From an optimization exercise on the open Yosys and OpenROAD flow, aimed at small area, a short achievable clock period and few clock cycles per item; shortcuts taken in it are not production practice. RTL that was checked went through simulation tests only; none was proved equivalent to the original. The RTL of run 8 was laid out without a check of its function.

### flow/config.mk
export PLATFORM = sky130hd
export DESIGN_NAME = dct_4x4_core
export DESIGN_NICKNAME = dct_4x4_core
export VERILOG_FILES = /design/flow/design.v
export SDC_FILE = /design/flow/constraint.sdc
export NUM_CORES = 4
export LEC_CHECK = 0
export CAP_MARGIN = 20
export CORE_MARGIN = 2
export CORE_UTILIZATION = 60
export PLACE_DENSITY = 0.75
export SETUP_SLACK_MARGIN = 0.8
export SLEW_MARGIN = 20
### flow/constraint.sdc
create_clock -name core_clock -period 5.0 [get_ports {clk}]
set_input_delay 1.0000 -clock core_clock [delete_from_list [all_inputs] [get_ports {clk}]]
set_output_delay 1.0000 -clock core_clock [all_outputs]
set_load 0.01 [all_outputs]
### flow/design.v
`timescale 1ns / 1ps
module valid_ready_FF #(
    parameter DATA_WIDTH = 128
)
(
    input clk,
    input reset,
    input                   i_valid,
    output                  i_ready,
    input  [DATA_WIDTH-1:0] i_data,
    output reg                  o_valid,
    input                       o_ready,
    output reg [DATA_WIDTH-1:0] o_data
);
    assign i_ready = o_ready | ~o_valid;
    always @(posedge clk) begin
        if(reset) begin
            o_valid <= 1'b0;
            o_data  <= 'd0;
        end
        else if(i_ready) begin
            o_valid <= i_valid;
            o_data  <= i_data;
        end
    end
endmodule
`timescale 1ns / 1ps
`timescale 1ns / 1ps
module dct_4x4_core (
    input          clk,
    input          reset,
    input          i_valid,
    output         i_ready,
    input  [255:0] i_data,
    output         o_valid,
    input          o_ready,
    output [255:0] o_data
);
    reg  [2:1] v;
    wire en = o_ready | ~v[2];
    assign i_ready = en;
    assign o_valid = v[2];
    always @(posedge clk) begin
        if (reset)
            v <= 2'd0;
        else if (en)
            v <= {v[1:1], i_valid};
    end
    wire signed [8:0] x00 = {1'b0, i_data[240 +: 8]};
    wire signed [8:0] x01 = {1'b0, i_data[224 +: 8]};
    wire signed [8:0] x02 = {1'b0, i_data[208 +: 8]};
    wire signed [8:0] x03 = {1'b0, i_data[192 +: 8]};
    wire signed [8:0] x10 = {1'b0, i_data[176 +: 8]};
    wire signed [8:0] x11 = {1'b0, i_data[160 +: 8]};
    wire signed [8:0] x12 = {1'b0, i_data[144 +: 8]};
    wire signed [8:0] x13 = {1'b0, i_data[128 +: 8]};
    wire signed [8:0] x20 = {1'b0, i_data[112 +: 8]};
    wire signed [8:0] x21 = {1'b0, i_data[96 +: 8]};
    wire signed [8:0] x22 = {1'b0, i_data[80 +: 8]};
    wire signed [8:0] x23 = {1'b0, i_data[64 +: 8]};
    wire signed [8:0] x30 = {1'b0, i_data[48 +: 8]};
    wire signed [8:0] x31 = {1'b0, i_data[32 +: 8]};
    wire signed [8:0] x32 = {1'b0, i_data[16 +: 8]};
    wire signed [8:0] x33 = {1'b0, i_data[0 +: 8]};
    wire signed [9:0] s03_0 = x00 + x30;
    wire signed [9:0] s12_0 = x10 + x20;
    wire signed [8:0] d03_0 = x00 - x30;
    wire signed [8:0] d12_0 = x10 - x20;
    wire signed [9:0] s03_1 = x01 + x31;
    wire signed [9:0] s12_1 = x11 + x21;
    wire signed [8:0] d03_1 = x01 - x31;
    wire signed [8:0] d12_1 = x11 - x21;
    wire signed [9:0] s03_2 = x02 + x32;
    wire signed [9:0] s12_2 = x12 + x22;
    wire signed [8:0] d03_2 = x02 - x32;
    wire signed [8:0] d12_2 = x12 - x22;
    wire signed [9:0] s03_3 = x03 + x33;
    wire signed [9:0] s12_3 = x13 + x23;
    wire signed [8:0] d03_3 = x03 - x33;
    wire signed [8:0] d12_3 = x13 - x23;
    wire signed [10:0] r00 = s03_0 + s12_0;
    wire signed [9:0] r20 = s03_0 - s12_0;
    wire signed [10:0] r10 = (d03_0 <<< 1) + d12_0;
    wire signed [10:0] r30 = d03_0 - (d12_0 <<< 1);
    wire signed [10:0] r01 = s03_1 + s12_1;
    wire signed [9:0] r21 = s03_1 - s12_1;
    wire signed [10:0] r11 = (d03_1 <<< 1) + d12_1;
    wire signed [10:0] r31 = d03_1 - (d12_1 <<< 1);
    wire signed [10:0] r02 = s03_2 + s12_2;
    wire signed [9:0] r22 = s03_2 - s12_2;
    wire signed [10:0] r12 = (d03_2 <<< 1) + d12_2;
    wire signed [10:0] r32 = d03_2 - (d12_2 <<< 1);
    wire signed [10:0] r03 = s03_3 + s12_3;
    wire signed [9:0] r23 = s03_3 - s12_3;
    wire signed [10:0] r13 = (d03_3 <<< 1) + d12_3;
    wire signed [10:0] r33 = d03_3 - (d12_3 <<< 1);
    reg [9:0] r00_q;
    always @(posedge clk) if (en) r00_q <= r00[9:0];
    wire signed [10:0] r00_r = {1'b0, r00_q};
    reg signed [9:0] r20_q;
    always @(posedge clk) if (en) r20_q <= r20;
    wire signed [9:0] r20_r = r20_q;
    reg signed [10:0] r10_q;
    always @(posedge clk) if (en) r10_q <= r10;
    wire signed [10:0] r10_r = r10_q;
    reg signed [10:0] r30_q;
    always @(posedge clk) if (en) r30_q <= r30;
    wire signed [10:0] r30_r = r30_q;
    reg [9:0] r01_q;
    always @(posedge clk) if (en) r01_q <= r01[9:0];
    wire signed [10:0] r01_r = {1'b0, r01_q};
    reg signed [9:0] r21_q;
    always @(posedge clk) if (en) r21_q <= r21;
    wire signed [9:0] r21_r = r21_q;
    reg signed [10:0] r11_q;
    always @(posedge clk) if (en) r11_q <= r11;
    wire signed [10:0] r11_r = r11_q;
    reg signed [10:0] r31_q;
    always @(posedge clk) if (en) r31_q <= r31;
    wire signed [10:0] r31_r = r31_q;
    reg [9:0] r02_q;
    always @(posedge clk) if (en) r02_q <= r02[9:0];
    wire signed [10:0] r02_r = {1'b0, r02_q};
    reg signed [9:0] r22_q;
    always @(posedge clk) if (en) r22_q <= r22;
    wire signed [9:0] r22_r = r22_q;
    reg signed [10:0] r12_q;
    always @(posedge clk) if (en) r12_q <= r12;
    wire signed [10:0] r12_r = r12_q;
    reg signed [10:0] r32_q;
    always @(posedge clk) if (en) r32_q <= r32;
    wire signed [10:0] r32_r = r32_q;
    reg [9:0] r03_q;
    always @(posedge clk) if (en) r03_q <= r03[9:0];
    wire signed [10:0] r03_r = {1'b0, r03_q};
    reg signed [9:0] r23_q;
    always @(posedge clk) if (en) r23_q <= r23;
    wire signed [9:0] r23_r = r23_q;
    reg signed [10:0] r13_q;
    always @(posedge clk) if (en) r13_q <= r13;
    wire signed [10:0] r13_r = r13_q;
    reg signed [10:0] r33_q;
    always @(posedge clk) if (en) r33_q <= r33;
    wire signed [10:0] r33_r = r33_q;
    wire signed [11:0] S03_0 = r00_r + r03_r;
    wire signed [11:0] S12_0 = r01_r + r02_r;
    wire signed [10:0] D03_0 = r00_r - r03_r;
    wire signed [10:0] D12_0 = r01_r - r02_r;
    wire signed [11:0] S03_1 = r10_r + r13_r;
    wire signed [11:0] S12_1 = r11_r + r12_r;
    wire signed [11:0] D03_1 = r10_r - r13_r;
    wire signed [11:0] D12_1 = r11_r - r12_r;
    wire signed [10:0] S03_2 = r20_r + r23_r;
    wire signed [10:0] S12_2 = r21_r + r22_r;
    wire signed [10:0] D03_2 = r20_r - r23_r;
    wire signed [10:0] D12_2 = r21_r - r22_r;
    wire signed [11:0] S03_3 = r30_r + r33_r;
    wire signed [11:0] S12_3 = r31_r + r32_r;
    wire signed [11:0] D03_3 = r30_r - r33_r;
    wire signed [11:0] D12_3 = r31_r - r32_r;
    wire signed [12:0] z00 = S03_0 + S12_0;
    wire signed [11:0] z02 = S03_0 - S12_0;
    wire signed [12:0] z01 = (D03_0 <<< 1) + D12_0;
    wire signed [12:0] z03 = D03_0 - (D12_0 <<< 1);
    wire signed [12:0] z10 = S03_1 + S12_1;
    wire signed [12:0] z12 = S03_1 - S12_1;
    wire signed [13:0] z11 = (D03_1 <<< 1) + D12_1;
    wire signed [13:0] z13 = D03_1 - (D12_1 <<< 1);
    wire signed [11:0] z20 = S03_2 + S12_2;
    wire signed [11:0] z22 = S03_2 - S12_2;
    wire signed [12:0] z21 = (D03_2 <<< 1) + D12_2;
    wire signed [12:0] z23 = D03_2 - (D12_2 <<< 1);
    wire signed [12:0] z30 = S03_3 + S12_3;
    wire signed [12:0] z32 = S03_3 - S12_3;
    wire signed [13:0] z31 = (D03_3 <<< 1) + D12_3;
    wire signed [13:0] z33 = D03_3 - (D12_3 <<< 1);
    reg [11:0] z00_q;
    always @(posedge clk) if (en) z00_q <= z00[11:0];
    wire signed [12:0] z00_r = {1'b0, z00_q};
    reg signed [11:0] z02_q;
    always @(posedge clk) if (en) z02_q <= z02;
    wire signed [11:0] z02_r = z02_q;
    reg signed [12:0] z01_q;
    always @(posedge clk) if (en) z01_q <= z01;
    wire signed [12:0] z01_r = z01_q;
    reg signed [12:0] z03_q;
    always @(posedge clk) if (en) z03_q <= z03;
    wire signed [12:0] z03_r = z03_q;
    reg signed [12:0] z10_q;
    always @(posedge clk) if (en) z10_q <= z10;
    wire signed [12:0] z10_r = z10_q;
    reg signed [12:0] z12_q;
    always @(posedge clk) if (en) z12_q <= z12;
    wire signed [12:0] z12_r = z12_q;
    reg signed [13:0] z11_q;
    always @(posedge clk) if (en) z11_q <= z11;
    wire signed [13:0] z11_r = z11_q;
    reg signed [13:0] z13_q;
    always @(posedge clk) if (en) z13_q <= z13;
    wire signed [13:0] z13_r = z13_q;
    reg signed [11:0] z20_q;
    always @(posedge clk) if (en) z20_q <= z20;
    wire signed [11:0] z20_r = z20_q;
    reg signed [11:0] z22_q;
    always @(posedge clk) if (en) z22_q <= z22;
    wire signed [11:0] z22_r = z22_q;
    reg signed [12:0] z21_q;
    always @(posedge clk) if (en) z21_q <= z21;
    wire signed [12:0] z21_r = z21_q;
    reg signed [12:0] z23_q;
    always @(posedge clk) if (en) z23_q <= z23;
    wire signed [12:0] z23_r = z23_q;
    reg signed [12:0] z30_q;
    always @(posedge clk) if (en) z30_q <= z30;
    wire signed [12:0] z30_r = z30_q;
    reg signed [12:0] z32_q;
    always @(posedge clk) if (en) z32_q <= z32;
    wire signed [12:0] z32_r = z32_q;
    reg signed [13:0] z31_q;
    always @(posedge clk) if (en) z31_q <= z31;
    wire signed [13:0] z31_r = z31_q;
    reg signed [13:0] z33_q;
    always @(posedge clk) if (en) z33_q <= z33;
    wire signed [13:0] z33_r = z33_q;
    wire signed [15:0] y00 = z00_r <<< 2;
    wire signed [15:0] y01_t = (z01_r <<< 2) + z01_r;
    wire signed [14:0] y01 = y01_t >>> 1;
    wire signed [14:0] y02 = z02_r <<< 2;
    wire signed [15:0] y03_t = (z03_r <<< 2) + z03_r;
    wire signed [14:0] y03 = y03_t >>> 1;
    wire signed [15:0] y10_t = (z10_r <<< 2) + z10_r;
    wire signed [14:0] y10 = y10_t >>> 1;
    wire signed [15:0] y11_t = (z11_r <<< 1) + z11_r;
    wire signed [14:0] y11 = y11_t >>> 1;
    wire signed [15:0] y12_t = (z12_r <<< 2) + z12_r;
    wire signed [14:0] y12 = y12_t >>> 1;
    wire signed [15:0] y13_t = (z13_r <<< 1) + z13_r;
    wire signed [14:0] y13 = y13_t >>> 1;
    wire signed [14:0] y20 = z20_r <<< 2;
    wire signed [15:0] y21_t = (z21_r <<< 2) + z21_r;
    wire signed [14:0] y21 = y21_t >>> 1;
    wire signed [14:0] y22 = z22_r <<< 2;
    wire signed [15:0] y23_t = (z23_r <<< 2) + z23_r;
    wire signed [14:0] y23 = y23_t >>> 1;
    wire signed [15:0] y30_t = (z30_r <<< 2) + z30_r;
    wire signed [14:0] y30 = y30_t >>> 1;
    wire signed [15:0] y31_t = (z31_r <<< 1) + z31_r;
    wire signed [14:0] y31 = y31_t >>> 1;
    wire signed [15:0] y32_t = (z32_r <<< 2) + z32_r;
    wire signed [14:0] y32 = y32_t >>> 1;
    wire signed [15:0] y33_t = (z33_r <<< 1) + z33_r;
    wire signed [14:0] y33 = y33_t >>> 1;
    assign o_data[240 +: 16] = y00;
    assign o_data[224 +: 16] = y01;
    assign o_data[208 +: 16] = y02;
    assign o_data[192 +: 16] = y03;
    assign o_data[176 +: 16] = y10;
    assign o_data[160 +: 16] = y11;
    assign o_data[144 +: 16] = y12;
    assign o_data[128 +: 16] = y13;
    assign o_data[112 +: 16] = y20;
    assign o_data[96 +: 16] = y21;
    assign o_data[80 +: 16] = y22;
    assign o_data[64 +: 16] = y23;
    assign o_data[48 +: 16] = y30;
    assign o_data[32 +: 16] = y31;
    assign o_data[16 +: 16] = y32;
    assign o_data[0 +: 16] = y33;
endmodule
### flow/run.sh
#!/bin/bash
# synth_recipe.tcl (not shown) runs the flow's synth.tcl, then flattens the netlist and writes it again
# the make line also repeats each setting of config.mk as NAME=value (left out here)
make -C /OpenROAD-flow-scripts/flow DESIGN_CONFIG=/design/flow/config.mk WORK_HOME=/design/flow/orfs CLKGATE_MAP_FILE= SYNTH_SCRIPT=/design/flow/synth_recipe.tcl finish
==> results of run 1 <==
## sequential cells by signal, indices dropped and copies added, names as in the netlist, 12 cells and up
| register | cells |
|---|---|
| z33_q | 14 |
| z13_q | 14 |
| z23_q | 12 |
| z32_q | 12 |
| z01_q | 12 |
| z21_q | 13 |
| z10_q | 13 |
| z12_q | 12 |
| z11_q | 14 |
| z20_q | 12 |
| z30_q | 13 |
| z03_q | 13 |
| z31_q | 14 |
## per-stage QoR
step / cells / setup WS, ps / cell area, um2 / hold WS, ps
after floorplan: 4618 / 444 / 42200 / 419
after global placement: 5736 / 459 / 45800 / 431
after detailed placement: 5736 / 418 / 45800 / 435
after CTS: 5874 / 620 / 47800 / 443
after global routing: 5909 / 596 / 48400 / 473
final: 5913 / 769 / 48400 / 441
## worst max-delay path by stage
stage,cells past startpoint,startpoint,slack [ps],to
after floorplan,1,o_ready,440,i_ready
after global placement,15,i_data[81],460,r32_q[10]
after detailed placement,15,i_data[97],420,r31_q[10]
after CTS,14,z03_q[0],620,o_data[203]
after global routing,15,z03_q[0],600,o_data[75]
final,15,z03_q[0],770,o_data[75]
## cell usage in the layout, fill, tap and decap left out, types with 13 or more instances in the layout
cell type,netlist,routed
a21boi_0,51,20
a21boi_1,0,17
a21boi_2,0,13
a21o_1,104,104
a21oi_1,360,339
a21oi_2,0,20
a31oi_1,16,14
and3_1,24,24
buf_2,4,13
buf_4,159,97
clkbuf_16,0,45
clkdlybuf4s50_1,0,309
dlygate4sd2_1,0,21
dlymetal6s2s_1,0,23
edfxtp_1,365,365
fa_1,76,63
fa_2,0,13
ha_1,760,746
inv_1,693,689
nand2_1,133,133
nand2b_1,54,53
nand3_1,45,44
nor2_1,365,362
nor2b_1,87,83
nor3_1,70,70
o2111ai_1,17,13
o211ai_1,19,19
o21a_1,49,49
o21ai_0,160,123
o21ai_1,2,30
o21bai_1,176,176
or2_2,17,17
or3_1,15,15
xnor2_1,391,384
xor2_1,156,151
## cell usage after synthesis, types with 15 or more instances
master       n  share of area, %
o2111ai_1   17              0.35
o21bai_1   176               3.1
nor2_1     365               3.3
clkbuf_1    37              0.33
nand2_1    133               1.2
edfxtp_1   365                26
nor2b_1     87               1.3
a21boi_0    51              0.91
buf_4      159               2.8
fa_1        76               3.6
nand3_1     45              0.53
o211ai_1    19              0.34
and3_1      24              0.36
a31oi_1     16              0.24
nand2b_1    54              0.80
or3_1       15              0.22
or2_2       17              0.25
ha_1       760                23
a21o_1     104               1.9
xor2_1     156               3.2
xnor2_1    391               8.1
inv_1      693               6.2
nor3_1      70              0.83
o21ai_0    160               1.9
a21oi_1    360               4.3
o21a_1      49              0.87
## area by class of cell
class,count,area [um2],share of cell area (%)
multi-input combinational,3352,27700,57.3
sequential,367,11000,22.7
timing repair buffer,479,4480,9.25
inverter,693,2600,5.37
tap,940,1180,2.43
clock buffer,51,1150,2.37
clock inverter,25,273,0.563
antenna,6,15.0,0.0310
## logic make-up (layout without fill, tap and decap cells)
family	count (synthesis)	after routing	share of synthesized area, %
AOI/OAI and AO/OA	1090	1090	16.9
buffers and inverters	899	1248	9.48
and+or+nand+nor	854	854	9.51
adders and majority gates	836	836	26.2
xor gates and xnor gates	550	550	11.5
DFF	367	367	26.1
muxes	12	12	0.306
other	1	16	0.00890
## timing repair
| item | 4_1_cts | 5_1_grt |
|---|---|---|
| gates resized for setup | 146 | 177 |
| setup buffers | 62 | 33 |
| setup endpoints to repair | 68 | 91 |
| pin swaps | 52 | 92 |
## worst reg2reg max path, cell delays in order, from the launching register on
cell and delay [ps]:
edfxtp_1 440, inv_1 90, ha_1 200, inv_1 100
fa_2 390, a21o_1 180, a21oi_2 180, o21bai_1 110
a21oi_2 200, nor2_1 60, o21a_1 170, nor2_1 140
xnor2_1 200, ha_1 340, o21a_1 130, o31a_1 130
a221o_1 380, a211oi_1 260, mux2_2 200
## metal layers
layer	wire length [um]	global-route usage [%]	vias to the layer above
met1	47200	38.1	15000
met2	45600	44.0	740
met3	6530	4.79	136
met5	165	0	-
met4	1790	4.91	28
li1	-	-	16200
==> flow_summary.ini, run 1 <==
[grt]
grt_pass1_vias = 30300
grt_max_degree = 140
grt_pass1_wl_mm = 155
grt_overflow = 0
grtUsageTotal_pct = 27.1
antenna_found_initial = 23

[floorplan]
start_util_pct = 60.4
ios = 518
die-area_um2 = 72400
die_y_um = 269
core_um2 = 69800
placementRows = 97
die_width_um = 269

[min_path]
hp-start = v[1]
hold_end = v[2]
hold_class = reg -> reg
hold_depth = 2

[worst_setup_path]
r2r_slack_ps = 980
worstPathArrival_ps = 3230
path_cells = ha_2 -> inv_1 -> fa_2 -> nor2b_2 -> o21ai_2 -> a21boi_2 -> o21ai_1 -> a21boi_1 -> o21a_1 -> nor2_1 -> o211ai_1 -> buf_4 -> buf_4 -> xor2_1 -> buf_2
r2r_end = z03_q[12]
cp-end-kind = primary output
slowest_stage = edfxtp_1
cp_max_fo = 2
cp_num_buf_inv = 4
cp_common_cell = buf_4
rr_startpoint = r00_q[0]
worstRegToRegCells = 18
critical_path_required_ps = 4000
cpLargestDelayFamily = compound AO/OA/AOI/OAI gates
cp-start-kind = flop
crit_type = reg -> out
max_stage_delay_ps = 390

[yosys]
synth_enable_flop_cells = 365
ys_seq_area_share_pct = 26.1
yosys_register_bits = 367
syn_area_um2 = 42100
ys_types = 82
synthFlopType = edfxtp_1
netlist_instances = 4609
ys_warn_count = 1
ys_async_sr_fraction_pct = 0
synth.avg_cell_area_um2 = 9.14

[timing]
rsz0062_at_grt = true
setup_viol = 0
period_share_pct = 84.6
fmax_mhz = 236
fin_skew_ps = 14.7
slew_viol_final = 0
tightest_slew_ps = 948
fin_setup_tns_ps = 0
slew_headroom_pct = 36.0
final_hold_viol_count = 0
fin_crit_ps = 4230

[clock_network]
ctsHoldBuffers = 0
cts_tree = done
numClockSinks = 367
clockBufferDepth = 3
cts-buffers-inserted = 42
root_buffer = clkbuf_16
clock_latency_ps = 570
clk_pin_slew_ps = 60
htree_levels = 2

[place]
dp.final_hpwl_mm = 82.9
port_buffers = 379
place.gp.congestion = 0.945

[final_layout]
utilization_pct = 69.4
fin_nets = 6031
area_delta_synth_final_pct = 14.9
drive_gt1_share_pct = 6.95
fill_cells = 5502

[route]
dr.first_iter.drc_count = 1848
ant_nets = 0
via_per_inst = 5.43
vias = 32100
wirelength_mm = 101
drc = 0
first_pass_iters = 7
wire_per_inst_um = 17.1

[outcome]
status = timing/DRC/antenna clean

[job]
max_cap_violations = 0
Testbench counts, summed over its fixed seeds: cycles 2,064, items 2,048.
==> run 2, diff against run 1 <==
--- a/flow/config.mk
+++ b/flow/config.mk
@@ -9,5 +9,5 @@
 export CORE_MARGIN = 2
 export CORE_UTILIZATION = 60
 export PLACE_DENSITY = 0.75
-export SETUP_SLACK_MARGIN = 0.8
+export SETUP_SLACK_MARGIN = 2.5
 export SLEW_MARGIN = 20
==> run 2 against run 1 <==
- the run now fails in global routing
- area after synthesis is the same
- synthesized cell count is the same
==> flow_summary.ini, run 2 <==
[grt]
grtUsageTotal_pct = 75.4
grt_overflow = 132
grt_max_degree = 145

[clock_network]
ctsHoldBuffers = 0
root_buffer = clkbuf_16
htree_levels = 2
cts-buffers-inserted = 45
numClockSinks = 367
clockBufferDepth = 3

[yosys]
ys_seq_area_share_pct = 26.1
yosysTopAreaCell = edfxtp_1
ys_top_cells_by_area = edfxtp_1 (26%), ha_1 (23%), xnor2_1 (8.1%)
ys_warn_count = 1
syn_area_um2 = 42100
synth_top_area_share_pct = 26.0
synth.most_common_cell = ha_1
netlist_instances = 4609
synth.avg_cell_area_um2 = 9.14
synth_common_cells = ha_1 (760), inv_1 (693), xnor2_1 (391)
yosys_register_bits = 367
ys_types = 82
synth_enable_flop_cells = 365
synthFlopType = edfxtp_1
ys_async_sr_fraction_pct = 0

[outcome]
failed_stage = global routing
status = did not finish
error = [ERROR GRT-0232] Routing congestion too high. Check the congestion heatmap in the GUI.

[timing]
endpoint_type = output port
grt-worst-endpoint = o_data[203]

[floorplan]
start_util_pct = 60.4
die_y_um = 269
placementRows = 97
ios = 518
die_width_um = 269

[place]
placed_cells = 5737
place.gp.congestion = 0.936
dp.final_hpwl_mm = 83.7
port_buffers = 379
[run 2: cell counts after synthesis]
No cell type changed its count.
[run 2: worst max path at each step]
stage | start | end | slack (ps) | cells past startpoint
after CTS | z21_q[0] | o_data[107] | 820 | 15
after detailed placement | i_data[113] | r00_q[8] | 450 | 17
after global placement | i_data[144] | r22_q[8] | 540 | 13
after floorplan | o_ready | i_ready | 440 | 1
[run 2: cell families after synthesis]
kind of cell / after synthesis / share of synthesized area, %
fa+ha+maj: 836 / 26.2
buf+inv: 899 / 9.48
flops: 367 / 26.1
xor+xnor: 550 / 11.5
compound gates: 1090 / 16.9
simple gates: 854 / 9.51
other cells: 1 / 0.00890
mux: 12 / 0.306
[run 2: repair_timing]
item,in CTS
endpoints found under the setup margin,576
pin swaps,891
setup buffers,707
gates resized for setup,2422
[run 2: metrics by stage]
stage	instance area [um2]	setup WS (ps)	utilization (%)	hold WS, ps
CTS	59600	822	85.4	481
detailed placement	46900	447	67.2	476
global placement	46900	542	67.2	471
floorplan	43300	444	-	419
[run 2: layer usage]
metal | GRT overflow | track usage, %
met1 | 1 | 72.4
met4 | 57 | 77.4
met3 | 4 | 62.8
met5 | 1 | 26.6
met2 | 69 | 92.5
==> run 3, diff against run 2 <==
--- a/flow/config.mk
+++ b/flow/config.mk
@@ -9,5 +9,5 @@
 export CORE_MARGIN = 2
 export CORE_UTILIZATION = 60
 export PLACE_DENSITY = 0.75
-export SETUP_SLACK_MARGIN = 2.5
+export SETUP_SLACK_MARGIN = 1.5
 export SLEW_MARGIN = 20
==> run 3 against run 2 <==
- the run now finishes clean
- area after synthesis stayed put
- synthesized cell count stayed put
==> flow_summary.ini, run 3 <==
[min_path]
hold_end = v[2]
hold_class = reg -> reg
hold_depth = 2
hp-start = v[1]

[grt]
grt_pass1_wl_mm = 173
grt_overflow = 0
grt_pass1_vias = 33800
antenna_found_initial = 24
grt_max_degree = 149
grtUsageTotal_pct = 30.1

[final_layout]
fin_nets = 6474
area_delta_synth_final_pct = 35.5
final_cell_mix = inv_1 (622), ha_1 (588), buf_4 (413)
layout_commonest_cell = inv_1
utilization_pct = 81.8
drive_gt1_share_pct = 32.6

[worst_setup_path]
cpLargestDelayFamily = compound AO/OA/AOI/OAI gates
cp_num_buf_inv = 3
cp-start-kind = flop
cp_max_fo = 2
worstPathArrival_ps = 3290
crit_type = reg -> out
r2r_slack_ps = 1120
slowest_stage = edfxtp_1
path_cells = buf_4 -> ha_4 -> inv_2 -> fa_2 -> nor2b_2 -> o21ai_2 -> a21boi_2 -> o21ai_2 -> a21boi_2 -> o21ai_1 -> nand2b_1 -> a311oi_2 -> xnor2_1 -> buf_2
r2r_end = z13_q[12]
critical_path_required_ps = 4000
rr_startpoint = r13_q[1]
cp-end-kind = primary output
max_stage_delay_ps = 470
worstRegToRegCells = 14

[floorplan]
die_width_um = 269
start_util_pct = 60.4
die_y_um = 269
placementRows = 97
ios = 518
core_um2 = 69800
die-area_um2 = 72400

[timing]
slew_headroom_pct = 38.2
slew_viol_final = 0
fin_setup_tns_ps = 0
fmax_mhz = 233
fin_skew_ps = 22.6
setup_viol = 0
rsz0062_at_grt = true
final_hold_viol_count = 0
fin_crit_ps = 4290
period_share_pct = 85.7
tightest_slew_ps = 928

[clock_network]
cts-buffers-inserted = 42
clockBufferDepth = 3
root_buffer = clkbuf_16
clk_pin_slew_ps = 60
htree_levels = 2
numClockSinks = 367
clock_latency_ps = 600
cts_tree = done

[route]
first_pass_iters = 6
dr.first_iter.drc_count = 2828
vias = 36700
wire_per_inst_um = 20.4
wirelength_mm = 130
via_per_inst = 5.78
drc = 0
ant_nets = 0

[yosys]
ys_types = 82
synth_common_cells = ha_1 (760), inv_1 (693), xnor2_1 (391)
ys_warn_count = 1
yosysTopAreaCell = edfxtp_1
synth_top_area_share_pct = 26.0
netlist_instances = 4609
ys_seq_area_share_pct = 26.1
yosys_register_bits = 367
ys_async_sr_fraction_pct = 0
synth.avg_cell_area_um2 = 9.14
synthFlopType = edfxtp_1
synth_enable_flop_cells = 365
ys_top_cells_by_area = edfxtp_1 (26%), ha_1 (23%), xnor2_1 (8.1%)
synth.most_common_cell = ha_1
syn_area_um2 = 42100

[place]
port_buffers = 379
place.gp.congestion = 0.931
dp.final_hpwl_mm = 82.8

[outcome]
status = timing/DRC/antenna clean

[job]
max_cap_violations = 0
run 3: cell counts after synthesis:
No cell type changed its count.
run 3: cell families (layout without fill, tap and decap cells):
logic type / after synthesis / in the layout / synth area share, %
and+or+nand+nor: 854 / 854 / 9.51
AOI/OAI and AO/OA: 1090 / 1090 / 16.9
muxes: 12 / 12 / 0.306
DFF: 367 / 367 / 26.1
adders and majority gates: 836 / 836 / 26.2
other: 1 / 20 / 0.00890
xor gates and xnor gates: 550 / 550 / 11.5
buffers and inverters: 899 / 1691 / 9.48
run 3: how the worst max path moves through the flow:
stage | from | end | slack, ps | depth (start not counted)
after global routing | z21_q[3] | o_data[107] | 590 | 14
after floorplan | o_ready | i_ready | 440 | 1
after global placement | i_data[49] | r30_q[9] | 540 | 17
after detailed placement | i_data[49] | r30_q[9] | 480 | 17
final | z21_q[0] | o_data[235] | 710 | 14
after CTS | z33_q[2] | o_data[11] | 820 | 12
run 3: worst register-to-register path: stages, from the launching register on:
cell      delay (ps)
edfxtp_1         460
inv_2            140
ha_1             250
nor2b_1          150
o2111a_1         270
or3_4            430
and3b_1          220
nor3_4           320
inv_1            150
ha_1             330
a21oi_1          260
and2_2           190
a22o_1           140
mux2i_1          220
xnor2_1          100
run 3: final cells by class:
cell class	count	area, um2
well taps	940	1180
flip-flops and latches	367	11000
diodes	10	25.0
multi-input cells	3352	33000
clock buffers	50	1140
repair buffers	922	7830
clock inverters	26	229
fillers	3815	12700
inverters	693	2630
run 3: per-layer routing:
layer,up-vias,GRT usage [%],routed length [um]
met2,1401,50.7,63000
li1,17100,-,-
met3,349,5.52,9620
met4,26,7.00,4190
met1,17900,40.2,52600
met5,-,0,169
run 3: per-stage QoR:
step	cell area (um2)	hold slack [ps]	worst slack [ps]	cells
2_1_floorplan	42300	419	444	4618
3_3_place_gp	45900	432	543	5735
3_5_place_dp	45900	434	482	5735
4_1_cts	51800	443	818	6146
5_1_grt	57100	465	594	6353
6_report	57100	438	714	6360
run 3: what timing repair did:
item                        CTS  global route
resized for setup          1048           892
hold buffers                  0             0
setup endpoints to repair   235           247
buffers inserted            335           204
pin swaps                   376           496
==> run 4, diff against run 3 <==
--- a/flow/config.mk
+++ b/flow/config.mk
@@ -7,7 +7,8 @@
 export LEC_CHECK = 0
 export CAP_MARGIN = 20
 export CORE_MARGIN = 2
-export CORE_UTILIZATION = 60
-export PLACE_DENSITY = 0.75
-export SETUP_SLACK_MARGIN = 1.5
+export CORE_UTILIZATION = 40
+export PLACE_DENSITY = 0.6
+export SETUP_SLACK_MARGIN = 0.8
 export SLEW_MARGIN = 20
+export TNS_END_PERCENT = 10
==> run 4 against run 3 <==
- non-clock buffer count down 487
- sequential share of layout area up 3.4 points
- final area down 15%
- synthesized cell count unchanged
- sequential cell count unchanged
- register-to-register slack worse by 330 ps
==> flow_summary.ini, run 4 <==
[worst_setup_path]
path_cells = ha_1 -> a21o_1 -> a21oi_2 -> o21ai_0 -> a21oi_1 -> nor2b_1 -> o2111ai_1 -> nand3_1 -> o41a_1 -> xnor2_1 -> clkdlybuf4s50_1
worstRegToRegCells = 16
critical_path_required_ps = 4000
cp-start-kind = flop
cp_max_fo = 3
crit_type = reg -> out
cp-end-kind = primary output
worstPathArrival_ps = 3420
slowest_stage = clkdlybuf4s50_1
max_stage_delay_ps = 540

[final_layout]
drive_gt1_share_pct = 4.89
layout.cells.non_filler = 6328
utilization_pct = 46.4
area_delta_synth_final_pct = 15.3
layout_commonest_cell = ha_1
fin_nets = 5990
final_cell_mix = ha_1 (750), inv_1 (690), xnor2_1 (390)
fill_cells = 10100

[route]
ant_nets = 0
wirelength_mm = 106
via_per_inst = 4.97
wire_per_inst_um = 16.8
vias = 31500
dr.first_iter.drc_count = 1862
first_pass_iters = 6
drc = 0

[yosys]
synth_enable_flop_cells = 365
ys_warn_count = 1
synth_common_cells = ha_1 (760), inv_1 (693), xnor2_1 (391)
synthFlopType = edfxtp_1
ys_seq_area_share_pct = 26.1
synth.avg_cell_area_um2 = 9.14
synth.most_common_cell = ha_1
ys_types = 82
yosys_register_bits = 367
syn_area_um2 = 42100
yosysTopAreaCell = edfxtp_1
ys_async_sr_fraction_pct = 0
synth_top_area_share_pct = 26.0
ys_top_cells_by_area = edfxtp_1 (26%), ha_1 (23%), xnor2_1 (8.1%)
netlist_instances = 4609

[grt]
grt_overflow = 0
grt_pass1_wl_mm = 163
grt_max_degree = 134
grt_pass1_vias = 30100
grtUsageTotal_pct = 19.1
antenna_found_initial = 14

[timing]
rsz0062_at_grt = true
fin_setup_tns_ps = 0
fin_skew_ps = 30.6
fin_crit_ps = 4420
period_share_pct = 88.3
fmax_mhz = 226
final_hold_viol_count = 0
setup_viol = 0
slew_viol_final = 0
tightest_slew_ps = 1090
slew_headroom_pct = 26.3

[place]
placed_cells = 6190
dp.final_hpwl_mm = 89.2
port_buffers = 379
place.gp.congestion = 0.912

[clock_network]
clk_pin_slew_ps = 70
clockBufferDepth = 3
clock_latency_ps = 600
numClockSinks = 367
cts-buffers-inserted = 45
cts_tree = done
root_buffer = clkbuf_16
htree_levels = 2
ctsHoldBuffers = 0

[floorplan]
die-area_um2 = 108000
ios = 518
die_y_um = 329
die_width_um = 329
placementRows = 119
start_util_pct = 40.2
core_um2 = 105000

[outcome]
status = timing/DRC/antenna clean

[min_path]
hold_class = reg -> reg
hold_depth = 2

[job]
max_cap_violations = 0
## run 4: changes by cell type in the layout (fill, tap and decap cells not counted), moves of 117 or more
cell	change
buf_6	-132
a21oi_1	+200
buf_4	-360
clkdlybuf4s50_1	+132
xnor2_1	+117
a21oi_2	-191
ha_4	-121
ha_1	+162
## run 4: timing repair
action | 4_1_cts | 5_1_grt
buffers inserted | 30 | 18
setup endpoints to repair | 71 | 112
resized for setup | 86 | 80
pin swaps | 39 | 45
## run 4: path summary, 6_finish.rpt
check	from	to	slack (ps)
min reg2reg	v[1]	v[2]	450
min	v[1]	v[2]	450
max	z12_q[1]	o_data[156]	580
max reg2reg	r11_q[0]	z12_q[11]	790
## run 4: cell type report
type | instances | area (um2) | area share, %
Clock inverter | 31 | 414 | 0.852
Multi-Input combinational cell | 3352 | 27500 | 56.5
Tap cell | 1391 | 1740 | 3.58
Timing Repair Buffer | 435 | 4210 | 8.67
Clock buffer | 52 | 1150 | 2.37
Sequential cell | 367 | 11000 | 22.6
Antenna cell | 7 | 17.5 | 0.0360
Inverter | 693 | 2600 | 5.35
## run 4: cells by family after synthesis
family          after synthesis  synth area share [%]
fa+ha+maj                   836                  26.2
buf+inv                     899                  9.48
compound gates             1090                  16.9
flops                       367                  26.1
other cells                   1               0.00890
simple gates                854                  9.51
mux                          12                 0.306
xor+xnor                    550                  11.5
## run 4: through the flow
step,hold slack [ps],instance area [um2],setup slack [ps]
after detailed placement,442,46400,311
after global routing,472,48600,433
after global placement,438,46400,358
after floorplan,419,42200,444
after CTS,451,48300,530
final,448,48600,584
## run 4: layer usage
layer | wire, um | vias up | GRT usage [%]
met3 | 5730 | 73 | 2.36
li1 | - | 16200 | -
met2 | 46600 | 586 | 30.4
met4 | 1120 | 10 | 2.62
met5 | 62 | - | 0
met1 | 52500 | 14600 | 28.2
## run 4: worst max-delay path, delay by kind of cell (launching register included)
kind | cells | cell delay [ps]
XOR/XNOR | 1 | 130
adder cells (fa/ha/maj) | 1 | 330
buffers and inverters | 1 | 540
AO/OA/AOI/OAI | 6 | 1170
AND/OR/NAND/NOR | 2 | 210
flip-flops | 1 | 430
==> run 5, diff against run 4 <==
--- a/flow/config.mk
+++ b/flow/config.mk
@@ -11,4 +11,3 @@
 export PLACE_DENSITY = 0.6
 export SETUP_SLACK_MARGIN = 0.8
 export SLEW_MARGIN = 20
-export TNS_END_PERCENT = 10
==> run 5 against run 4 <==
- final cell count is 0.96% higher
- final area is 1.4% higher
- register-to-register slack better by 240 ps
- critical path type unchanged
- via count is 1.0% higher
- still clean
- area after synthesis stayed put
- fmax is 4.3% higher
- largest cell class unchanged
==> flow_summary.ini, run 5 <==
[worst_setup_path]
crit_type = reg -> out
cp_common_cell = buf_4
path_cells = ha_2 -> inv_1 -> fa_2 -> nor2b_2 -> o21ai_2 -> a21boi_2 -> o21ai_2 -> a21boi_2 -> o21a_1 -> nor2_2 -> o211ai_1 -> buf_4 -> buf_4 -> buf_4 -> xor2_1 -> buf_2
cp-end-kind = primary output
worstPathArrival_ps = 3230
cpLargestDelayFamily = compound AO/OA/AOI/OAI gates
startpoint = z30_q[2]
slowest_stage = edfxtp_1
cp_max_fo = 2
critical_path_required_ps = 4000
max_stage_delay_ps = 360
cp-start-kind = flop
rr_startpoint = r11_q[0]
cp_num_buf_inv = 5

[yosys]
synth_compound_area_share_pct = 16.9
synth_mux_area_share_pct = 0.306
synthSimpleGateAreaFrac_pct = 9.51
synth_top_family_by_area = adder cells
synth_top_area_share_pct = 26.0
ys_async_sr_fraction_pct = 0
synthFlopType = edfxtp_1
ys_top_cells_by_area = edfxtp_1 (26%), ha_1 (23%), xnor2_1 (8.1%)
ys_warn_count = 1
netlist_instances = 4609
synthAdderAreaFrac_pct = 26.2
ys_seq_area_share_pct = 26.1
yosys_register_bits = 367
synth_enable_flop_cells = 365
syn_area_um2 = 42100
yosysTopAreaCell = edfxtp_1
synth_xor_area_share_pct = 11.5
synth.avg_cell_area_um2 = 9.14
ys_types = 82
synth.most_common_cell = ha_1
synth_common_cells = ha_1 (760), inv_1 (693), xnor2_1 (391)

[final_layout]
final_cell_mix = ha_1 (745), inv_1 (688), xnor2_1 (385)
drive_gt1_share_pct = 7.72
area_delta_synth_final_pct = 17.0
fin_nets = 6049
fill_cells = 10100
layout_commonest_cell = ha_1
final_area_um2 = 49300
layout.cells.non_filler = 6389

[timing]
slew_viol_final = 0
fin_skew_ps = 33.5
final_hold_viol_count = 0
fmax_mhz = 236
slew_headroom_pct = 37.5
tightest_slew_ps = 925
rsz0062_at_grt = true
period_share_pct = 84.7
setup_viol = 0
fin_setup_tns_ps = 0
fin_crit_ps = 4230

[floorplan]
ios = 518
core_um2 = 105000
die_width_um = 329
die-area_um2 = 108000
placementRows = 119
die_y_um = 329
start_util_pct = 40.2

[job]
max_cap_violations = 0

[clock_network]
clk_pin_slew_ps = 60
cts-buffers-inserted = 45
numClockSinks = 367
root_buffer = clkbuf_16
cts_tree = done
clock_latency_ps = 600
clockBufferDepth = 3
htree_levels = 2

[place]
placed_cell_area_um2 = 46400
port_buffers = 379
placed_cells = 6190
place.gp.congestion = 0.912
dp.final_hpwl_mm = 89.2

[route]
first_pass_iters = 5
wirelength_mm = 107
vias = 31800
drc = 0
via_per_inst = 4.98
dr.first_iter.drc_count = 1830
wire_per_inst_um = 16.8
ant_nets = 0

[outcome]
status = timing/DRC/antenna clean

[grt]
grt_pass1_wl_mm = 164
grt_pass1_vias = 30300
grtUsageTotal_pct = 19.2
grt_overflow = 0
grt_max_degree = 134
antenna_found_initial = 14

[min_path]
hold_class = reg -> reg
hp-start = v[1]
run 5: metrics by stage:
step / setup WS, ps / util (%) / hold WS, ps
2_1_floorplan: 444 / - / 419
3_3_place_gp: 358 / 44.3 / 438
3_5_place_dp: 311 / 44.3 / 442
4_1_cts: 633 / 46.3 / 451
5_1_grt: 592 / 47.0 / 472
6_report: 767 / 47.0 / 448
run 5: layout make-up:
class                   instances  area [um2]  share of cell area (%)
repair buffers                494        4580                    9.30
flip-flops and latches        367       11000                    22.3
clock inverters                31         414                   0.840
clock buffers                  52        1150                    2.34
inverters                     693        2600                    5.28
diodes                          9        22.5                  0.0457
multi-input cells            3352       27800                    56.3
well taps                    1391        1740                    3.53
run 5: logic make-up after synthesis:
| logic type | count (synthesis) |
|---|---|
| AO/OA/AOI/OAI | 1090 |
| flip-flops | 367 |
| buffers and inverters | 899 |
| other | 1 |
| adder cells (fa/ha/maj) | 836 |
| AND/OR/NAND/NOR | 854 |
| XOR/XNOR | 550 |
| multiplexers | 12 |
run 5: worst register-to-register path: cells and delay by family, from the launching register on:
family | cells | cell delay, ps
flops | 1 | 500
fa+ha+maj | 3 | 1130
xor+xnor | 2 | 230
buf+inv | 1 | 120
compound gates | 10 | 1760
run 5: worst paths after layout:
path                                    to  slack [ps]  depth (start not counted)
worst min-delay path                  v[2]         450                          2
worst max register to register   z12_q[11]        1030                         16
worst min register to register        v[2]         450                          2
worst max-delay path            o_data[59]         770                         16
run 5: what timing repair did:
item                                    CTS  global route
pin swaps                                62            89
buffers inserted                         76            31
endpoints found under the setup margin   71            96
hold buffers                              0             0
gates resized for setup                 169           179
run 5: layer usage:
metal | part of all wire (%) | GRT usage (%) | vias up
met3 | 5.2 | 2.36 | 78
met5 | 0.058 | 0 | -
met4 | 1.1 | 2.62 | 10
met2 | 44 | 30.7 | 563
met1 | 49 | 28.2 | 14900
li1 | - | - | 16300
==> run 6, diff against run 5 <==
--- a/flow/config.mk
+++ b/flow/config.mk
@@ -9,5 +9,6 @@
 export CORE_MARGIN = 2
 export CORE_UTILIZATION = 40
 export PLACE_DENSITY = 0.6
-export SETUP_SLACK_MARGIN = 0.8
+export SETUP_SLACK_MARGIN = 1.1
 export SLEW_MARGIN = 20
+export TNS_END_PERCENT = 10
==> run 6 against run 5 <==
- global-route usage hardly changed
- critical endpoint is now o_data[153]
- register-to-register slack worse by 90 ps
- clock-buffer cell count stayed put
- critical path type unchanged
- area after synthesis unchanged
==> flow_summary.ini, run 6 <==
[job]
max_cap_violations = 0

[worst_setup_path]
path_cells = ha_1 -> inv_1 -> fa_1 -> nor2b_1 -> o21ai_1 -> a21boi_1 -> o21ai_1 -> a21boi_1 -> o21a_1 -> nor2_1 -> xnor2_1 -> clkdlybuf4s50_1
max_stage_delay_ps = 540
cp_num_buf_inv = 2
worstPathArrival_ps = 3170
cp-end-kind = primary output
cp-start-kind = flop
cpLargestDelayFamily = compound AO/OA/AOI/OAI gates
r2r_slack_ps = 940
cp_max_fo = 2
r2r_end = z00_q[10]
critical_path_required_ps = 4000
slowest_stage = clkdlybuf4s50_1
worstRegToRegCells = 13
cp.depth = 12
rr_startpoint = r00_q[0]
crit_type = reg -> out

[timing]
fin_skew_ps = 20.6
slew_viol_final = 0
period_share_pct = 83.5
fmax_mhz = 240
slew_headroom_pct = 38.6
final_hold_viol_count = 0
tightest_slew_ps = 921
rsz0062_at_grt = true
fin_crit_ps = 4170
setup_viol = 0
fin_setup_tns_ps = 0

[route]
drc = 0
wirelength_mm = 107
wire_per_inst_um = 16.8
vias = 31800
via_per_inst = 4.98
dr.first_iter.drc_count = 1920
ant_nets = 0
first_pass_iters = 5

[clock_network]
numClockSinks = 367
htree_levels = 2
clockBufferDepth = 3
root_buffer = clkbuf_16
cts_tree = done
clock_latency_ps = 600
clk_pin_slew_ps = 60
ctsHoldBuffers = 0
cts-buffers-inserted = 45

[place]
place.gp.congestion = 0.901
port_buffers = 379
dp.final_hpwl_mm = 89.5
placed_cells = 6190

[yosys]
synth_top_area_share_pct = 26.0
ys_warn_count = 1
syn_area_um2 = 42100
yosys_register_bits = 367
synthFlopType = edfxtp_1
ys_types = 82
ys_top_cells_by_area = edfxtp_1 (26%), ha_1 (23%), xnor2_1 (8.1%)
netlist_instances = 4609
yosysTopAreaCell = edfxtp_1
ys_seq_area_share_pct = 26.1
ys_async_sr_fraction_pct = 0
synth_enable_flop_cells = 365
synth_common_cells = ha_1 (760), inv_1 (693), xnor2_1 (391)
synth.avg_cell_area_um2 = 9.14
synth.most_common_cell = ha_1

[final_layout]
layout.cells.non_filler = 6380
drive_gt1_share_pct = 7.63
fin_nets = 6042
fill_cells = 10100
area_delta_synth_final_pct = 16.6
multiInputGateArea_um2 = 27800
seqCellArea_um2 = 11000
final_cell_mix = ha_1 (739), inv_1 (685), xnor2_1 (386)
layout_commonest_cell = ha_1

[grt]
grt_max_degree = 146
gr-usage-met1_pct = 28.0
grt_overflow = 0
top_usage_layer = met2
grt_pass1_wl_mm = 162
antenna_found_initial = 14
grt_pass1_vias = 30000
grtUsageTotal_pct = 19.2
grt_use_met3_pct = 2.88
grtUsageMet2_pct = 30.1

[floorplan]
core_um2 = 105000
die-area_um2 = 108000
placementRows = 119
start_util_pct = 40.2
die_y_um = 329
ios = 518
die_width_um = 329

[min_path]
hold_depth = 2
hold_class = reg -> reg
hp-start = v[1]
hold_end = v[2]

[outcome]
status = timing/DRC/antenna clean
## run 6: logic make-up (layout without fill, tap and decap cells)
kind of cell | after synthesis | in the layout | synth area share, %
AOI/OAI and AO/OA | 1090 | 1090 | 16.9
buffers and inverters | 899 | 1263 | 9.48
and+or+nand+nor | 854 | 854 | 9.51
adders and majority gates | 836 | 836 | 26.2
xor gates and xnor gates | 550 | 550 | 11.5
DFF | 367 | 367 | 26.1
muxes | 12 | 12 | 0.306
other | 1 | 17 | 0.00890
## run 6: how the worst max path moves through the flow
stage,slack [ps],from,to
final,830,z12_q[2],o_data[153]
after CTS,810,z33_q[1],o_data[11]
after global placement,420,i_data[97],r31_q[10]
after floorplan,440,o_ready,i_ready
after detailed placement,400,i_data[97],r31_q[10]
after global routing,630,z03_q[0],o_data[75]
## run 6: worst min-delay path, cell delays in order, from the launching register on
cell	delay, ps
dfxtp_1	310
inv_1	50
a21oi_1	50
## run 6: final cells by class
class,count,area share [%]
multi-input cells,3352,56.7
flip-flops and latches,367,22.4
repair buffers,487,9.17
inverters,693,5.30
well taps,1391,3.54
clock buffers,52,2.43
clock inverters,31,0.456
diodes,7,0.0357
## run 6: stage by stage
stage	setup WS (ps)	area [um2]	utilization (%)	hold slack [ps]
6_report	826	49100	46.9	449
5_1_grt	634	49100	46.8	475
4_1_cts	810	48500	46.2	455
3_5_place_dp	398	46400	44.3	445
3_3_place_gp	422	46400	44.3	437
2_1_floorplan	444	42200	-	419
## run 6: what timing repair did
| action | CTS | global route |
|---|---|---|
| hold endpoints to repair | 0 | 0 |
| buffers inserted | 71 | 29 |
| endpoints found under the setup margin | 117 | 193 |
| pin swaps | 62 | 72 |
| gates resized for setup | 188 | 139 |
## run 6: routing by layer
layer / vias up / routed length (um)
met1: 14800 / 52700
met2: 611 / 46600
met3: 86 / 6120
met5: - / 57
met4: 10 / 1430
li1: 16200 / -
==> run 7, diff against run 6 <==
==> flow/flow/run.sh (new file) <==
#!/bin/bash
# Layout flow: the standard ORFS flow, with one synthesis change: Yosys's
# full-adder extraction (extract_fa + ADDER_MAP_FILE techmap) is skipped, so
# that ABC maps the adders' logic itself.  Everything else (synth_recipe.tcl,
# flow settings, floorplan, CTS, routing) is standard.sh unchanged.
set -euo pipefail
bash standard.sh ADDER_MAP_FILE= synth > synth.log 2>&1
bash standard.sh > layout.log 2>&1
==> flow/standard.sh (new file) <==
#!/bin/bash
# synth_recipe.tcl (not shown) runs the flow's synth.tcl, then flattens the netlist and writes it again
# the make line also repeats each setting of config.mk as NAME=value (left out here)
make -C /OpenROAD-flow-scripts/flow DESIGN_CONFIG=/design/flow/config.mk WORK_HOME=/design/flow/orfs CLKGATE_MAP_FILE= SYNTH_SCRIPT=/design/flow/synth_recipe.tcl "${@:-finish}"
--- a/flow/config.mk
+++ b/flow/config.mk
@@ -9,6 +9,5 @@
 export CORE_MARGIN = 2
 export CORE_UTILIZATION = 40
 export PLACE_DENSITY = 0.6
-export SETUP_SLACK_MARGIN = 1.1
+export SETUP_SLACK_MARGIN = 0.8
 export SLEW_MARGIN = 20
-export TNS_END_PERCENT = 10
removed: flow/run.sh
==> run 7 against run 6 <==
- die area decreased by 14%
- clock skew rose by 1.3 ps
- setup slack worse by 540 ps
- wire length fell by 1.4%
- final cell count shrank 7.4%
- via count down 6.1%
- critical path type unchanged
==> flow_summary.ini, run 7 <==
[floorplan]
start_util_pct = 40.2
die_width_um = 305
placementRows = 110
die-area_um2 = 92800
ios = 518
core_um2 = 89900
die_y_um = 305

[yosys]
synthFlopType = edfxtp_1
syn_area_um2 = 36200
synth_top_area_share_pct = 30.3
yosys_register_bits = 367
ys_types = 81
synth_common_cells = xnor2_1 (828), edfxtp_1 (365), maj3_1 (338)
ys_top_cells_by_area = edfxtp_1 (30%), xnor2_1 (20%), maj3_1 (9.4%)
netlist_instances = 3974
synth_enable_flop_cells = 365
synth.avg_cell_area_um2 = 9.10
ys_warn_count = 1
yosysTopAreaCell = edfxtp_1
synth.most_common_cell = xnor2_1
ys_async_sr_fraction_pct = 0
ys_seq_area_share_pct = 30.4

[timing]
fin_crit_ps = 4710
fmax_mhz = 212
tightest_slew_ps = 1260
fin_skew_ps = 21.9
rsz0062_at_grt = true
slew_viol_final = 0
setup_viol = 0
slew_headroom_pct = 15.8
period_share_pct = 94.2
final_hold_viol_count = 0
fin_setup_tns_ps = 0

[final_layout]
utilization_pct = 54.8
fin_nets = 4941
area_delta_synth_final_pct = 36.1
layout.cells.non_filler = 5907
fill_cells = 7944
drive_gt1_share_pct = 30.6
final_cell_mix = xnor2_1 (723), buf_4 (508), edfxtp_1 (365)
layout_commonest_cell = xnor2_1

[route]
drc = 0
via_per_inst = 5.06
wire_per_inst_um = 17.8
wirelength_mm = 105
first_pass_iters = 7
vias = 29900
ant_nets = 0
dr.first_iter.drc_count = 1778

[clock_network]
cts_tree = done
root_buffer = clkbuf_16
cts-buffers-inserted = 44
numClockSinks = 367
htree_levels = 2
clockBufferDepth = 3
clk_pin_slew_ps = 60
clock_latency_ps = 590

[worst_setup_path]
max_stage_delay_ps = 460
slowest_stage = edfxtp_1
worstPathArrival_ps = 3710
cp-end-kind = primary output
cpLargestDelayFamily = adder cells
critical_path_required_ps = 4000
cp-start-kind = flop
crit_type = reg -> out
path_cells = o32ai_2 -> a21oi_2 -> maj3_2 -> maj3_2 -> maj3_2 -> maj3_2 -> or3_4 -> o211ai_1 -> o31ai_4 -> xnor2_1 -> buf_2
cp_num_buf_inv = 1
cp_common_cell = maj3_2
cp_max_fo = 5

[grt]
grt_pass1_wl_mm = 155
grtUsageTotal_pct = 21.3
antenna_found_initial = 50
grt_max_degree = 177
grt_overflow = 0
grt_pass1_vias = 27800

[min_path]
hold_class = reg -> reg

[place]
port_buffers = 379
placed_cells = 5423
place.gp.congestion = 0.886
dp.final_hpwl_mm = 81.0

[outcome]
status = timing/DRC/antenna clean

[job]
max_cap_violations = 0
==> run 7: cell types whose count changed after synthesis, sizes merged, moves of 77 or more <==
cell	change
a21o	-84
a21oi	-157
clkbuf	+77
ha	-760
inv	-489
maj3	+384
nand2	+85
nor2	-90
o21bai	-168
xnor2	+437
xor2	+137
==> run 7: timing repair <==
action | in CTS | in global routing
hold buffers | 0 | 0
pin swaps | 194 | 310
setup buffers | 225 | 163
gates resized for setup | 533 | 417
endpoints found under the setup margin | 156 | 146
==> run 7: layout make-up <==
class | count | area [um2] | area share, %
clock buffer | 50 | 1150 | 2.35
antenna | 15 | 37.5 | 0.0763
tap | 1176 | 1470 | 2.99
timing repair buffer | 943 | 8090 | 16.4
clock inverter | 31 | 373 | 0.757
inverter | 205 | 771 | 1.57
sequential | 367 | 11000 | 22.3
multi-input combinational | 3120 | 26300 | 53.5
==> run 7: final timing paths <==
kind | startpoint | to | slack (ps) | cells past startpoint
max | z12_q[4] | o_data[155] | 290 | 11
min | v[1] | v[2] | 460 | 2
max reg2reg | r01_q[0] | z00_q[11] | 400 | 14
min reg2reg | v[1] | v[2] | 460 | 2
==> run 7: per-layer routing <==
layer / GRT usage [%] / vias to the layer above / part of all wire, %
met1: 28.5 / 14200 / 45
met5: 0 / - / 0.25
met3: 4.07 / 145 / 5.4
met2: 35.6 / 566 / 48
li1: - / 14900 / -
met4: 4.88 / 42 / 2.0
==> run 7: worst reg2reg max path, cell delays in order (launching register included) <==
cell	delay, ps
edfxtp_1	440
buf_6	150
and2_4	180
maj3_2	320
maj3_2	310
maj3_2	330
maj3_2	320
maj3_2	340
maj3_2	350
maj3_2	350
maj3_2	350
xor2_2	200
inv_1	70
maj3_2	330
maj3_2	300
==> run 7: cells by family after synthesis <==
family,share of synthesized area (%)
buf+inv,6.83
other cells,0.0104
flops,30.4
compound gates,11.9
fa+ha+maj,10.8
simple gates,11.8
xor+xnor,27.4
mux,0.893
==> run 7: per-stage QoR <==
stage / hold WS [ps] / setup WS (ps) / area, um2
after floorplan: 419 / 444 / 36900
after global placement: 433 / -46.2 / 41800
after detailed placement: 442 / -82.8 / 41800
after CTS: 450 / 259 / 46300
after global routing: 490 / 133 / 49200
final: 457 / 289 / 49200
==> run 8, diff against run 7 <==
--- a/flow/design.v
+++ b/flow/design.v
@@ -36,15 +36,15 @@
     input          o_ready,
     output [255:0] o_data
 );
-    reg  [2:1] v;
-    wire en = o_ready | ~v[2];
+    reg  [3:1] v;
+    wire en = o_ready | ~v[3];
     assign i_ready = en;
-    assign o_valid = v[2];
+    assign o_valid = v[3];
     always @(posedge clk) begin
         if (reset)
-            v <= 2'd0;
+            v <= 3'd0;
         else if (en)
-            v <= {v[1:1], i_valid};
+            v <= {v[2:1], i_valid};
     end
     wire signed [8:0] x00 = {1'b0, i_data[240 +: 8]};
     wire signed [8:0] x01 = {1'b0, i_data[224 +: 8]};
@@ -250,20 +250,68 @@
     wire signed [14:0] y32 = y32_t >>> 1;
     wire signed [15:0] y33_t = (z33_r <<< 1) + z33_r;
     wire signed [14:0] y33 = y33_t >>> 1;
-    assign o_data[240 +: 16] = y00;
-    assign o_data[224 +: 16] = y01;
-    assign o_data[208 +: 16] = y02;
-    assign o_data[192 +: 16] = y03;
-    assign o_data[176 +: 16] = y10;
-    assign o_data[160 +: 16] = y11;
-    assign o_data[144 +: 16] = y12;
-    assign o_data[128 +: 16] = y13;
-    assign o_data[112 +: 16] = y20;
-    assign o_data[96 +: 16] = y21;
-    assign o_data[80 +: 16] = y22;
-    assign o_data[64 +: 16] = y23;
-    assign o_data[48 +: 16] = y30;
-    assign o_data[32 +: 16] = y31;
-    assign o_data[16 +: 16] = y32;
-    assign o_data[0 +: 16] = y33;
+    reg [13:0] y00_q;
+    always @(posedge clk) if (en) y00_q <= y00[13:0];
+    wire signed [14:0] y00_r = {1'b0, y00_q};
+    reg signed [13:0] y01_q;
+    always @(posedge clk) if (en) y01_q <= y01;
+    wire signed [13:0] y01_r = y01_q;
+    reg signed [13:0] y02_q;
+    always @(posedge clk) if (en) y02_q <= y02;
+    wire signed [13:0] y02_r = y02_q;
+    reg signed [13:0] y03_q;
+    always @(posedge clk) if (en) y03_q <= y03;
+    wire signed [13:0] y03_r = y03_q;
+    reg signed [13:0] y10_q;
+    always @(posedge clk) if (en) y10_q <= y10;
+    wire signed [13:0] y10_r = y10_q;
+    reg signed [13:0] y11_q;
+    always @(posedge clk) if (en) y11_q <= y11;
+    wire signed [13:0] y11_r = y11_q;
+    reg signed [13:0] y12_q;
+    always @(posedge clk) if (en) y12_q <= y12;
+    wire signed [13:0] y12_r = y12_q;
+    reg signed [13:0] y13_q;
+    always @(posedge clk) if (en) y13_q <= y13;
+    wire signed [13:0] y13_r = y13_q;
+    reg signed [13:0] y20_q;
+    always @(posedge clk) if (en) y20_q <= y20;
+    wire signed [13:0] y20_r = y20_q;
+    reg signed [13:0] y21_q;
+    always @(posedge clk) if (en) y21_q <= y21;
+    wire signed [13:0] y21_r = y21_q;
+    reg signed [13:0] y22_q;
+    always @(posedge clk) if (en) y22_q <= y22;
+    wire signed [13:0] y22_r = y22_q;
+    reg signed [13:0] y23_q;
+    always @(posedge clk) if (en) y23_q <= y23;
+    wire signed [13:0] y23_r = y23_q;
+    reg signed [13:0] y30_q;
+    always @(posedge clk) if (en) y30_q <= y30;
+    wire signed [13:0] y30_r = y30_q;
+    reg signed [13:0] y31_q;
+    always @(posedge clk) if (en) y31_q <= y31;
+    wire signed [13:0] y31_r = y31_q;
+    reg signed [13:0] y32_q;
+    always @(posedge clk) if (en) y32_q <= y32;
+    wire signed [13:0] y32_r = y32_q;
+    reg signed [13:0] y33_q;
+    always @(posedge clk) if (en) y33_q <= y33;
+    wire signed [13:0] y33_r = y33_q;
+    assign o_data[240 +: 16] = y00_r;
+    assign o_data[224 +: 16] = y01_r;
+    assign o_data[208 +: 16] = y02_r;
+    assign o_data[192 +: 16] = y03_r;
+    assign o_data[176 +: 16] = y10_r;
+    assign o_data[160 +: 16] = y11_r;
+    assign o_data[144 +: 16] = y12_r;
+    assign o_data[128 +: 16] = y13_r;
+    assign o_data[112 +: 16] = y20_r;
+    assign o_data[96 +: 16] = y21_r;
+    assign o_data[80 +: 16] = y22_r;
+    assign o_data[64 +: 16] = y23_r;
+    assign o_data[48 +: 16] = y30_r;
+    assign o_data[32 +: 16] = y31_r;
+    assign o_data[16 +: 16] = y32_r;
+    assign o_data[0 +: 16] = y33_r;
 endmodule
==> flow/run.sh (new file) <==
#!/bin/bash
# synth_recipe.tcl (not shown) runs the flow's synth.tcl, then flattens the netlist and writes it again
# the make line also repeats each setting of config.mk as NAME=value (left out here)
make -C /OpenROAD-flow-scripts/flow DESIGN_CONFIG=/design/flow/config.mk WORK_HOME=/design/flow/orfs CLKGATE_MAP_FILE= SYNTH_SCRIPT=/design/flow/synth_recipe.tcl finish
removed: flow/flow/run.sh
removed: flow/standard.sh
==> run 8 against run 7 <==
- still clean
- clock skew is 11 ps higher
- area after synthesis is 32% higher
- wire length is 9.1% higher
==> flow_summary.ini, run 8 <==
[outcome]
status = timing/DRC/antenna clean

[route]
dr.first_iter.drc_count = 2154
wirelength_mm = 115
ant_nets = 0
vias = 33600
drc = 0
first_pass_iters = 5
wire_per_inst_um = 17.0
via_per_inst = 4.97

[min_path]
hold_end = y22_q[11]
hold_depth = 0
hp-start = z22_q[9]
hold_class = reg -> reg

[timing]
fin_skew_ps = 32.6
setup_viol = 0
hold_slack_ps = 418
fmax_mhz = 250
rsz0062_at_grt = true
tightest_slew_ps = 1170
period_share_pct = 80.0
slew_viol_final = 0
final.setup.worst_slack_ps = 999
fin_crit_ps = 4000
final_hold_viol_count = 0
slew_headroom_pct = 22.1
fin_setup_tns_ps = 0

[place]
placed_cell_area_um2 = 53200
placed_cells = 6623
place_ws_ps = 356
place.gp.congestion = 0.900
dp.final_hpwl_mm = 95.1
port_buffers = 379

[final_layout]
layout.cells.non_filler = 6756
drive_gt1_share_pct = 3.88
final_area_um2 = 55900
utilization_pct = 47.2
layout_commonest_cell = ha_1
area_delta_synth_final_pct = 16.7
final_cell_mix = ha_1 (759), inv_1 (679), edfxtp_1 (578)
fin_nets = 6193

[yosys]
ys_async_sr_fraction_pct = 0
ys_top_cells_by_area = edfxtp_1 (36%), ha_1 (20%), xnor2_1 (7.0%)
synth_top_area_share_pct = 36.3
synth_compound_area_share_pct = 14.8
synth_xor_area_share_pct = 10.1
ys_seq_area_share_pct = 36.4
netlist_instances = 4722
syn_area_um2 = 47900
ys_types = 93
synth.most_common_cell = ha_1
yosys_register_bits = 581
synth_top_family_by_area = adder cells
synthFlopType = edfxtp_1
yosysTopAreaCell = edfxtp_1
ys_warn_count = 1
synth_mux_area_share_pct = 0.353
synthSimpleGateAreaFrac_pct = 8.68
synthAdderAreaFrac_pct = 23.1
synth.avg_cell_area_um2 = 10.1
synth_enable_flop_cells = 578
synth_common_cells = ha_1 (760), inv_1 (679), edfxtp_1 (578)

[worst_setup_path]
cpLargestDelayFamily = compound AO/OA/AOI/OAI gates
r2r_slack_ps = 1010
cp_max_fo = 3
max_stage_delay_ps = 520
cp_num_buf_inv = 3
worstPathArrival_ps = 4390
path_cells = clkdlybuf4s50_1 -> ha_1 -> inv_1 -> fa_1 -> xor2_1 -> inv_1 -> ha_1 -> o21ai_0 -> a21boi_0 -> o21ai_1 -> a21boi_0 -> o21a_1 -> nor2_1 -> nand2b_1 -> a31o_2
r2r_end = z12_q[11]
rr_startpoint = r11_q[0]
crit_type = in -> reg
cp.depth = 15
cp-end-kind = flop
slowest_stage = clkdlybuf4s50_1
critical_path_required_ps = 5390
cp-start-kind = input port
worstRegToRegCells = 17

[clock_network]
cts_tree = done
clock_latency_ps = 650
ctsHoldBuffers = 0
clk_pin_slew_ps = 60
cts-buffers-inserted = 71
htree_levels = 3
root_buffer = clkbuf_16
clockBufferDepth = 3
numClockSinks = 581

[grt]
grt_max_degree = 171
antenna_found_initial = 22
grt_overflow = 0
grt_pass1_vias = 32400
grt_pass1_wl_mm = 178
grtUsageTotal_pct = 18.6

[floorplan]
die_y_um = 350
placementRows = 126
die-area_um2 = 122000
core_um2 = 118000
start_util_pct = 40.4
ios = 518
die_width_um = 350

[job]
max_cap_violations = 0
## run 8: area by class of cell
type,instances,area (um2)
diodes,1,2.50
clock buffers,79,1830
clock inverters,52,622
fillers,11000,62500
inverters,682,2560
multi-input cells,3373,27500
flip-flops and latches,581,17400
well taps,1600,2000
repair buffers,388,3900
## run 8: cells by family after synthesis
| logic type | count (synthesis) |
|---|---|
| multiplexers | 16 |
| adder cells (fa/ha/maj) | 836 |
| other | 1 |
| XOR/XNOR | 549 |
| buffers and inverters | 777 |
| AO/OA/AOI/OAI | 1076 |
| flip-flops | 581 |
| AND/OR/NAND/NOR | 886 |
## run 8: metal layers
layer / vias up / wire, um / GRT usage (%)
li1: 17000 / - / -
met1: 15700 / 57900 / 27.7
met2: 668 / 48900 / 28.2
met3: 114 / 6320 / 2.91
met4: 12 / 1820 / 4.13
met5: - / 73 / 0
## run 8: worst max path at each step
stage                startpoint        end  slack [ps]
finish              i_data[112]  r30_q[10]        1000
global placement     i_data[81]  r32_q[10]         360
floorplan               o_ready    i_ready        -990
detailed placement   i_data[81]  r32_q[10]         360
global route           r11_q[0]  z12_q[11]         700
CTS                    r12_q[0]  z12_q[11]         810
## run 8: timing repair
action / CTS / global route
setup endpoints to repair: 0 / 27
setup buffers: 0 / 1
resized for setup: 0 / 40

==> static timing again, ports no longer ideal <==
Ports are ideal in the flow. The routed layouts listed here were re-timed in OpenROAD. Step 1, drivers: a clkbuf_16 drives clk and a buf_2 each remaining input, both assumed. Step 2 moves the port delays by t, midway between the first and last clock arrival at a register: inputs arrive t later, outputs are due t later. That takes back most of the time a late clock gives input paths. Three values: no drivers, after step 1, after step 2; two values: the first two.
run | t, ns | setup slack, ns | worst setup path at the end | worst data-port slew with drivers (ns) | pins driven straight from the clock port
run 1 | 0.630 | 0.769 / 0.705 / 0.389 | input to register | 0.16 | 1
run 3 | 0.648 | 0.714 / 0.653 / 0.871 | input to register | 0.16 | 1
run 4 | 0.649 | 0.584 / 0.521 / 0.217 | input to register | 0.16 | 1
run 5 | 0.647 | 0.767 / 0.704 / 0.387 | input to register | 0.15 | 1
run 6 | 0.655 | 0.826 / 0.761 / 0.322 | input to register | 0.15 | 1
run 7 | 0.646 | 0.289 / 0.220 / 0.227 | input to register | 0.16 | 1
run 8 | 0.702 | 0.999 / 1.012 / 0.342 | input to register | 0.20 | 1
After both steps every run listed still meets setup and hold. The setup slack of run 8, which loses most, moves by +0.013 ns with the drivers and by -0.657 ns with both steps.
